From an optimization exercise on the open Yosys and OpenROAD flow, aimed at small area and a short achievable clock period; shortcuts taken in it are not production practice. Only simulation tests tie the RTL to the original design; equivalence was not proved.

==> flow/design.v (outline; a module is shown in full before it is edited, if it fits) <==
// module multiplier_comb_reg: 20 lines
// module multiplier_comb: 2794 lines
// module mc_bseln: 6 lines
// module mc_bsel: 6 lines
// module mc_xnor2: 6 lines
// module mc_xor2: 6 lines
// module mc_xor3: 6 lines
// module mc_inv: 6 lines
// module mc_fa: 7 lines
// module mc_ha: 7 lines
// module mc_nand2: 6 lines
// module mc_nand2b: 6 lines
// module mc_nor2b: 6 lines
// module mc_nand3: 6 lines
// module mc_or2: 6 lines
// module mc_nor2: 6 lines
// module mc_o21ai: 6 lines
// module mc_a21oi: 6 lines
module multiplier_comb_reg (
    input  logic        CLK_i,
    input  logic [31:0] DIN1_i,
    input  logic [31:0] DIN2_i,
    output logic [63:0] DOUT_o
);
  // ...
==> flow/flow/run.sh <==
#!/bin/bash
# Own layout flow: the standard ORFS flow (standard.sh: the standard
# synthesis, floorplan, power grid, placement, CTS and routing) with two changes:
#  1. between synthesis and floorplan, flow/post_synth.py re-sizes cells in the
#     synthesized netlist (drive strengths only; cell functions and flip-flop
#     cell types and names are kept);
#  2. the port buffers that buffer_ports inserts are plain buf_1 cells rather
#     than the clock-delay cells it picks by default.
set -euo pipefail
R=orfs/results/sky130hd/multiplier_comb_reg/base
bash standard.sh synth > synth.log 2>&1
cp $R/1_2_yosys.v synth_netlist_orig.v
python3 flow/post_synth.py $R/1_2_yosys.v > post_synth.log 2>&1
diff synth_netlist_orig.v $R/1_2_yosys.v > post_synth.diff || true
touch $R/1_2_yosys.v
bash standard.sh "BUFFER_PORTS_ARGS=-buffer_cell sky130_fd_sc_hd__buf_1" finish > layout.log 2>&1
==> flow/flow/post_synth.py <==
#!/usr/bin/env python3
"""Re-size cells in the standard synthesis netlist before the layout.

- Combinational cells that ABC's speed script up-sized go back to their
  smallest drive strength (the problem's period puts no pressure on them);
  repair_design later re-sizes any that need it for slew or capacitance.
- The operand flip-flops, which drive many partial-product gates each, get
  drive strength 2 (same cell type, dfxtp), so repair_design does not have to
  add a buffer after each of them.
Usage: post_synth.py NETLIST (edited in place)."""
import re, sys

path = sys.argv[1]
txt = open(path).read()
small = ("a21oi a21boi a22oi a211oi o211ai o21ai nor2b nand2b nor2 nand2 nor3 nand3 "
         "xor2 xnor2 o22ai a21o o21a or2 and2").split()
n1 = 0
def down(m):
    global n1
    n1 += 1
    return f"sky130_fd_sc_hd__{m.group(1)}_1 "
txt = re.sub(r"\bsky130_fd_sc_hd__(" + "|".join(small) + r")_(2|4|8) ", down, txt)
n2 = 0
def ff(m):
    global n2
    n2 += 1
    return "sky130_fd_sc_hd__dfxtp_2 " + m.group(1)
txt = re.sub(r"\bsky130_fd_sc_hd__dfxtp_1 (\\din[12]_q\[\d+\]\$_DFF_P_ )", ff, txt)
open(path, "w").write(txt)
print(f"post_synth: {n1} cells down-sized, {n2} operand flip-flops set to dfxtp_2")
==> flow/standard.sh <==
#!/bin/bash
# synth_recipe.tcl (not shown) runs the flow's synth.tcl, then flattens the netlist and writes it again
# the make line also repeats each setting of config.mk as NAME=value (left out here)
make -C /OpenROAD-flow-scripts/flow DESIGN_CONFIG=/design/flow/config.mk WORK_HOME=/design/flow/orfs CLKGATE_MAP_FILE= SYNTH_SCRIPT=/design/flow/synth_recipe.tcl "${@:-finish}"
==> flow/config.mk <==
export PLATFORM = sky130hd
export DESIGN_NAME = multiplier_comb_reg
export DESIGN_NICKNAME = multiplier_comb_reg
export VERILOG_FILES = /design/flow/design.v
export SDC_FILE = /design/flow/constraint.sdc
export NUM_CORES = 4
export LEC_CHECK = 0
export CAP_MARGIN = 20
export CORE_MARGIN = 2
export CORE_UTILIZATION = 40
export SLEW_MARGIN = 20
export SYNTH_HIERARCHICAL = 1
==> flow/constraint.sdc <==
create_clock -name core_clock -period 44.0 [get_ports {CLK_i}]
set_input_delay 8.8000 -clock core_clock [delete_from_list [all_inputs] [get_ports {CLK_i}]]
set_output_delay 8.8000 -clock core_clock [all_outputs]
set_load 0.01 [all_outputs]
==> flow_summary.toml, run 1 <==
[run_status]
outcome = "complete, no violations"

[route]
met2_length_um = 35500
ant_nets = 0
drc = 0
drt_iter0_drc = 2114

[setup_path]
cpPeakStageDelay_ps = 320
path_max_fanout = 1

[synth]
synth_area_per_cell_um2 = 10.8
synth_top_family_by_area = "adder cells"
synth_compound_gate_area_share_pct = 18.1
ys_async_sr_fraction_pct = 0
synthSimpleGateAreaFrac_pct = 2.52

[finish]
num-multi-input-gates = 1901
stdcell_area_um2 = 24800
seq_share_pct = 10.7
antenna_cells = 0
final_util_pct = 45.0
mostFrequentLayoutCell = "o22ai_1"
nNonClkBuffers = 170
nets = 2846
seq_cell_count = 128
layout_common_cells = "513 x o22ai_1, 422 x fa_1, 302 x xor2_1, 300 x xnor2_1, 128 x buf_1"

[global_routing]
grt_pass1_wl_um = 112000
use_met3_pct = 5.56
grt_use_met1_pct = 31.4
track_usage_pct = 25.9

[cts]
tritoncts = "built"

[floorplan]
coreArea_um2 = 55100
==> run 2, diff against run 1 <==
--- a/flow/config.mk
+++ b/flow/config.mk
@@ -7,6 +7,6 @@
 export LEC_CHECK = 0
 export CAP_MARGIN = 20
 export CORE_MARGIN = 2
-export CORE_UTILIZATION = 40
+export CORE_UTILIZATION = 60
 export SLEW_MARGIN = 20
 export SYNTH_HIERARCHICAL = 1
==> flow_summary.toml, run 2 <==
[setup_path]
cp.arrival_ps = 940
ff2ff_setup_slack_ps = 35180
path_max_fanout = 1
path_cells = "buf_1"
crit_required_ps = 35200
cp-end-kind = "primary output"
path_buf_inv = 1
rr_worst_depth = 35
cpPeakStageDelay_ps = 310
critical_path_class = "flip-flop to primary output"
slowest_stage = "dfxtp_1"
start_kind = "flip-flop"
cp_top_family = "flip-flops"
rr_startpoint = "din2_q[17]"
timing.rr.end = "DOUT_o[61]"

[route]
dr.pass1.iters = 8
met2_length_um = 34400
drc = 0
via_per_inst = 6.92
drt_iter0_drc = 2238
highest_layer = "met4"
wl_per_cell_um = 26.6
wl_met1_um = 27400
wl_met3_um = 7500
dr_total_vias = 18900
wl_um = 72700
ant_nets = 0

[finish]
largest_registers = "DOUT_o (64), din1_q (32), din2_q (32)"
nets = 2848
area_delta_synth_final_pct = 9.26
largest_register_ffs = 64
largest_register = "DOUT_o"
layout_common_cells = "513 x o22ai_1, 422 x fa_1, 302 x xor2_1, 300 x xnor2_1, 128 x buf_1"
drive_above_1_share_pct = 6.84
mostFrequentLayoutCell = "o22ai_1"
antenna_cells = 0
num-fill-cells = 3039

[sta]
finalSetupViolations = 0
hold_viol = 0
worst_pin_slew_ps = 1090
relSlewSlack_pct = 27.5
fin_skew_ps = 21.4
drv_slew = 0
holdWs_ps = 938
tns_ps = 0
fmax_mhz = 103
fin_crit_ps = 9740
rsz0062_at_grt = "no"
min_period_over_period_pct = 22.1

[global_routing]
grt_max_degree = 35
grt_overflow = 0
grt_pass1_vias = 20300
track_usage_pct = 38.9
antenna_found_initial = 0
grt_pass1_wl_um = 114000

[synth]
syn_nets = 2657
synth_top_cell_area_share_pct = 37.5
synth_edf_count = 0
netlist_area_um2 = 22300
synth_largest_area_cell = "fa_1"
netlist_top_cells_count = "513 x o22ai_1, 422 x fa_1, 315 x xnor2_1"
synthCells = 2063
synth_area_per_cell_um2 = 10.8
yosysWarnings = 7
ys_ff_latch = 128
yosysSeqAreaShare_pct = 11.4
synth.most_common_cell = "o22ai_1"
synth_chip_area_um2 = 22500
synth_ff_type = "dfxtp_1"
ys_async_sr_fraction_pct = 0
yosys-top-cells-area = "fa_1 37%, o22ai_1 14%, xnor2_1 12%, xor2_1 12%, dfxtp_1 11%"
synthDistinctLibCells = 15

[cts]
htree_levels = 4
clock_latency_ps = 480
clk_pin_slew_worst_paths_ps = 60
clock-sinks = 128
cts_hold_buffers = 0
post-cts-setup-buffers = 0
numCtsBuffers = 17
clk_path_buf_depth = 2
cts.repair.resized = 0
tritoncts = "built"
root_buffer = "clkbuf_16"

[floorplan]
io-pin-count = 129
placementRows = 70
coreArea_um2 = 36600
chipHeight_um = 197
dieArea_um2 = 38800
initial_core_util_pct = 61.0
fp.dieW_um = 197

[worst_hold_path]
min_to = "DOUT_o[0]"
hold_class = "flip-flop to flip-flop"
worstHoldStart = "din2_q[1]"
worstHoldPathCells = 1

[run]
maxCapViolCount = 0

[place]
portBuffers = 128
hpwl_um = 53900
globalplace.congestion = 0.990

[run_status]
outcome = "complete, no violations"
==> run 2: final cells by class <==
type	instances	area, µm²	area share (%)
Clock inverter	15	121	0.498
Multi-Input combinational cell	1901	19700	80.7
Clock buffer	17	425	1.74
Sequential cell	128	2640	10.8
Inverter	34	128	0.523
Tap cell	468	586	2.40
Timing Repair Buffer	172	811	3.32
==> run 2: per-stage QoR <==
stage / std cells / cell area [µm²] / utilization, % / worst slack, ps
2_1_floorplan: 2063 / 22300 / - / 34870
5_1_grt: 2735 / 24400 / 66.6 / 34200
6_report: 2735 / 24400 / 66.6 / 34260
3_5_place_dp: 2703 / 23800 / 65.1 / 34730
4_1_cts: 2735 / 24400 / 66.6 / 34220
3_3_place_gp: 2703 / 23800 / 65.1 / 34760
==> run 2: worst max path at each step <==
stage / from / end / slack (ps) / cells after the start
after floorplan: DOUT_o[0] / DOUT_o[0] / 34870 / 0
after global placement: DOUT_o[52] / DOUT_o[52] / 34760 / 1
after detailed placement: DOUT_o[59] / DOUT_o[59] / 34730 / 1
after CTS: DOUT_o[54] / DOUT_o[54] / 34220 / 1
after global routing: DOUT_o[35] / DOUT_o[35] / 34200 / 1
final: DOUT_o[59] / DOUT_o[59] / 34260 / 1
==> run 2: Yosys stat by module (local to each module, per instance), a selection <==
module | copies in the design | flops+latches | cells
mc_bsel | 513 | 0 | 1
mc_or2 | 14 | 0 | 1
mc_fa | 422 | 0 | 1
mc_ha | 107 | 0 | 1
mc_nand2b | 1 | 0 | 1
mc_xnor2 | 315 | 0 | 1
mc_inv | 34 | 0 | 1
mc_xor2 | 302 | 0 | 1
mc_bseln | 16 | 0 | 1
mc_a21oi | 75 | 0 | 1
mc_o21ai | 15 | 0 | 1
mc_nor2 | 15 | 0 | 1
mc_nand2 | 91 | 0 | 1
mc_nand3 | 15 | 0 | 1
multiplier_comb_reg | 1 | 128 | 128
==> run 2: cells by family after synthesis <==
group | Yosys count | share of synthesized area, %
flops | 128 | 11.4
compound gates | 619 | 18.1
buf+inv | 34 | 0.566
simple gates | 136 | 2.52
fa+ha+maj | 529 | 43.4
xor+xnor | 617 | 24.0
==> run 2: per-layer routing <==
layer  vias to the layer above  global-route usage [%]
met4                         0                    19.2
met2                      1341                    63.3
met1                      9416                    48.5
li1                       7910                       -
met5                         -                       0
met3                       268                    9.62

re-timing with driven ports:
In the flow no input, the clock included, has a driving cell. The finished layouts below were timed again as built, in two steps.
Step 1 assumes that a clkbuf_16 drives the clock port and a buf_2 every other input.
Step 2 times the ports against the registers' clock, not the clock port: input delays grow and output delays shrink by t, the midpoint of the rising clock arrivals with the driver on.
Three values: ideal, step 1, step 2; two values: the first two.
run	t (ns)	setup WS [ns]	worst setup path at the end
run 1	0.544	34.246 / 34.183 / 34.726	register to output
run 2	0.526	34.260 / 34.206 / 34.732	register to output
After both steps setup and hold are still met in every run listed.
